This is an optimization exercise on Yosys and OpenROAD, whose aim is small area, not a production implementation.
Function was checked by simulation only, so behaviour that the tests miss may differ from the original.
No activity file was given, so power comes from the tool's default toggle rates.

## MIPS_CP1_13
module MIPS_CP1_13(
  input clk,
        rst,
  output [7:0]  imem_addr,
  input  [31:0] imem_rdata,
  output        dmem_re,
  output        dmem_we,
  output [31:0] dmem_addr,
  output [31:0] dmem_wdata,
  input  [31:0] dmem_rdata
);
Size: about 6800 cells after synthesis, roughly 100000 um^2 of cells after synthesis.
export LEC_CHECK = 0
export CAP_MARGIN = 20
export CELL_PAD_IN_SITES_DETAIL_PLACEMENT = 1
export CELL_PAD_IN_SITES_GLOBAL_PLACEMENT = 1
export CORE_MARGIN = 2
export CORE_UTILIZATION = 35
export CTS_BUF_LIST = sky130_fd_sc_hd__clkbuf_8
export CTS_CLUSTER_DIAMETER = 80
export CTS_CLUSTER_SIZE = 15
export PLACE_DENSITY = 0.5
export SLEW_MARGIN = 20
export SYNTH_HIERARCHICAL = 1
export SYNTH_MINIMUM_KEEP_SIZE = 0
create_clock -name core_clock -period 10.0 [get_ports {clk}]
standard.sh (not shown) runs the stock make flow with config.mk's settings and CLKGATE_MAP_FILE= SYNTH_SCRIPT=/design/flow/synth_recipe.tcl, a recipe that flattens the netlist after the stock synthesis.
==> flow/flow/run.sh <==
#!/bin/bash
# Layout flow: the standard ORFS flow (standard.sh, unchanged synthesis,
# floorplan, power grid, placement, routing), with two placement/CTS options:
#  - port buffers use the smallest buffer cell (sky130_fd_sc_hd__buf_1)
#  - clock tree synthesis without dummy balancing loads, with the same
#    sink clustering as config.mk asks for
# The full make/ORFS output goes to flow_standard.log in the work folder;
# ORFS's per-step logs stay under orfs/logs/.
set -euo pipefail
LOG="$PWD/flow_standard.log"
if ! bash standard.sh \
    "BUFFER_PORTS_ARGS=-buffer_cell sky130_fd_sc_hd__buf_1" \
    "CTS_ARGS=-sink_clustering_enable -repair_clock_nets -dont_use_dummy_load -sink_clustering_size 15 -sink_clustering_max_diameter 80 -buf_list {sky130_fd_sc_hd__clkbuf_8}" \
    finish > "$LOG" 2>&1; then
  tail -50 "$LOG"
  exit 1
fi
tail -5 "$LOG"
The baseline passed the timing, DRC and antenna checks.
Rerun with:
--- a/flow/design.v
+++ b/flow/design.v
@@ -13,24 +13,22 @@
 reg  [31:0] fd_instr;
 reg         fd_at_pc;
 reg         dx_rtype, dx_beq, dx_alusrc, dx_regw, dx_read, dx_write, dx_jmp, dx_fpw;
 reg  [4:0]  dx_rs, dx_rt, dx_rd, dx_fd;
 reg  [31:0] dx_a, dx_b;
 reg  [15:0] dx_imm;
 reg  [7:0]  dx_target;
 reg         xm_regw, xm_read, xm_write, xm_fpw, xm_jmp, xm_brt;
 reg  [4:0]  xm_dst, xm_fd;
 reg  [31:0] xm_addr, xm_sdata;
 reg  [7:0]  xm_target;
-reg         xm_flip;
-reg  [7:0]  xm_edif;
 reg         mw_regw, mw_fpw;
 reg  [4:0]  mw_dst, mw_fd;
 reg  [31:0] mw_val;
 wire bubble = xm_jmp | xm_brt;
 wire [5:0] op = fd_instr[31:26];
 wire is_r    = (op == 6'h00);
 wire is_j    = (op == 6'h02);
 wire is_beq  = (op == 6'h04);
 wire is_addi = (op == 6'h08);
 wire is_adds = (op == 6'h11);
 wire is_lw   = (op == 6'h23);
@@ -128,75 +126,76 @@
     dx_target <= is_j ? fd_instr[7:0] : pc + fd_instr[7:0] + {7'd0, fd_at_pc};
   end
 end
 wire xbub = bubble | stall;
 wire fwdX_rs = (xm_dst != 5'd0) & (xm_dst == dx_rs);
 wire fwdX_rt = (xm_dst != 5'd0) & (xm_dst == dx_rt);
 wire fwdM_rs = (mw_dst != 5'd0) & (mw_dst == dx_rs);
 wire fwdM_rt = (mw_dst != 5'd0) & (mw_dst == dx_rt);
 wire [31:0] x_a = fwdX_rs ? xm_addr : fwdM_rs ? mw_val : dx_a;
 wire [31:0] x_b = fwdX_rt ? xm_addr : fwdM_rt ? mw_val : dx_b;
 wire [31:0] imm32 = {{16{dx_imm[15]}}, dx_imm};
-wire [31:0] alu_b = dx_alusrc ? imm32 : x_b;
+wire dx_adds = dx_fpw & ~dx_read;
+wire fcmp  = ~(dx_a[30:0] > dx_b[30:0]);
+wire fswap = dx_adds & fcmp;
+wire [7:0] fdif = fcmp ? (dx_b[30:23] - dx_a[30:23]) : (dx_a[30:23] - dx_b[30:23]);
+wire [31:0] flt   = fcmp ? dx_a : dx_b;
+wire [23:0] lt_m  = {|flt[30:0], flt[22:0]};
+wire [23:0] lt_sh = lt_m >> fdif;
+wire        action = dx_a[31] ^ dx_b[31];
+wire [31:0] alu_a = x_a & {32{~fswap}};
+wire [31:0] alu_b = (dx_alusrc & ~fswap) ? imm32 : x_b;
 wire [5:0]  funct = dx_imm[5:0];
 wire alu_sub = dx_beq | (dx_rtype & (funct == 6'h22));
 wire [31:0] alu_sum, alu_p, alu_g;
-add32 u_alu_add(.a(x_a), .b(alu_b ^ {32{alu_sub}}), .cin(alu_sub), .s(alu_sum), .p(alu_p), .g(alu_g));
+add32 u_alu_add(.a(alu_a), .b(alu_b ^ {32{alu_sub}}), .cin(alu_sub), .s(alu_sum), .p(alu_p), .g(alu_g));
 reg [31:0] alu;
 always @* begin
   alu = alu_sum;
   if (dx_rtype & ~dx_beq) begin
     case (funct)
       6'h24:   alu = alu_g;
       6'h25:   alu = alu_g | alu_p;
       6'h26:   alu = alu_p;
       default: alu = alu_sum;
     endcase
   end
 end
 wire alu_zero = &alu_p;
-wire fcmp = ~(dx_a[30:0] > dx_b[30:0]);
-wire [7:0] fdif = fcmp ? (dx_b[30:23] - dx_a[30:23]) : (dx_a[30:23] - dx_b[30:23]);
 always @(posedge clk) begin
   if (bubble) begin
     xm_regw <= 1'b0; xm_read <= 1'b0; xm_write <= 1'b0; xm_fpw <= 1'b0;
     xm_jmp <= 1'b0; xm_brt <= 1'b0;
     xm_dst <= 5'd0; xm_fd <= 5'd0;
   end else begin
     xm_regw  <= dx_regw  & ~xbub;
     xm_read  <= dx_read  & ~xbub;
     xm_write <= dx_write & ~xbub;
     xm_fpw   <= dx_fpw   & ~xbub;
     xm_jmp   <= dx_jmp   & ~xbub;
     xm_brt   <= dx_beq   & ~xbub & alu_zero;
     xm_dst   <= (rst | xbub) ? 5'd0 : dx_rd;
     xm_fd    <= dx_fd;
   end
   xm_addr   <= alu;
-  xm_sdata  <= x_b;
-  xm_flip   <= fcmp;
-  xm_edif   <= fdif;
+  xm_sdata  <= dx_adds ? {7'd0, action, lt_sh} : x_b;
   xm_target <= dx_target;
 end
 assign dmem_re    = xm_read;
 assign dmem_we    = xm_write;
 assign dmem_addr  = xm_addr;
 assign dmem_wdata = xm_sdata;
-wire [31:0] fgt   = xm_flip ? xm_sdata : xm_addr;
-wire [31:0] flt   = xm_flip ? xm_addr : xm_sdata;
-wire [23:0] lt_m  = {|flt[30:0], flt[22:0]};
-wire [23:0] lt_sh = lt_m >> xm_edif;
-wire        action = xm_addr[31] ^ xm_sdata[31];
+wire [31:0] fgt  = xm_addr;
 wire [23:0] gt_m = {|fgt[30:0], fgt[22:0]};
 wire [24:0] f_mnt;
-add25 u_fp_add(.a({1'b0, gt_m}), .b({1'b0, lt_sh} ^ {25{action}}), .cin(action), .s(f_mnt));
+add25 u_fp_add(.a({1'b0, gt_m}), .b({1'b0, xm_sdata[23:0]} ^ {25{xm_sdata[24]}}), .cin(xm_sdata[24]), .s(f_mnt));
 wire [24:0] ly5 = f_mnt;
 wire        s4  = ~(|ly5[24:9]);
 wire [24:0] ly4 = s4 ? {ly5[8:0], 16'd0} : ly5;
 wire        s3  = ~(|ly4[24:17]);
 wire [24:0] ly3 = s3 ? {ly4[16:0], 8'd0} : ly4;
 wire        s2  = ~(|ly3[24:21]);
 wire [24:0] ly2 = s2 ? {ly3[20:0], 4'd0} : ly3;
 wire        s1  = ~(|ly2[24:23]);
 wire [24:0] ly1 = s1 ? {ly2[22:0], 2'd0} : ly2;
 wire        s0  = ~ly1[24];
 wire [24:0] ly0 = s0 ? {ly1[23:0], 1'd0} : ly1;
The new run passed the timing, DRC and antenna checks.
Fmax went up by 14%.
Power is lower by 9.2%.
Utilization is lower by 0.14 points.
Routed wire length is about the same.
Critical path depth is lower by 7.
Combinational power drops by 18%.
Die area hardly moves.
Setup slack gains 1.2 ns.
Design area goes down by 0.44%.
Global-route usage is about the same.

==> port drivers added, routing unchanged <==
The results above use ideal ports. As a check the final layouts listed here were re-extracted and re-timed, cells and wires unchanged. Step 1, drivers: a clkbuf_16 drives clk and a buf_2 each remaining input, both assumed. Step 2 times the ports against the registers' clock, not the clock port: input delays grow and output delays shrink by t, the midpoint of the rising clock arrivals with the driver on. a / b / c = no drivers / after step 1 / after step 2; a / b = the first two.
run	t (ns)	slack for setup (ns)	slew at the worst register clock pin (ns)
the first run	1.121	0.439 / 0.439 / 0.439	0.11 / 0.11
the second run	1.131	1.595 / 1.595 / 1.595	0.11 / 0.11
After both steps setup and hold are still met in every run listed.
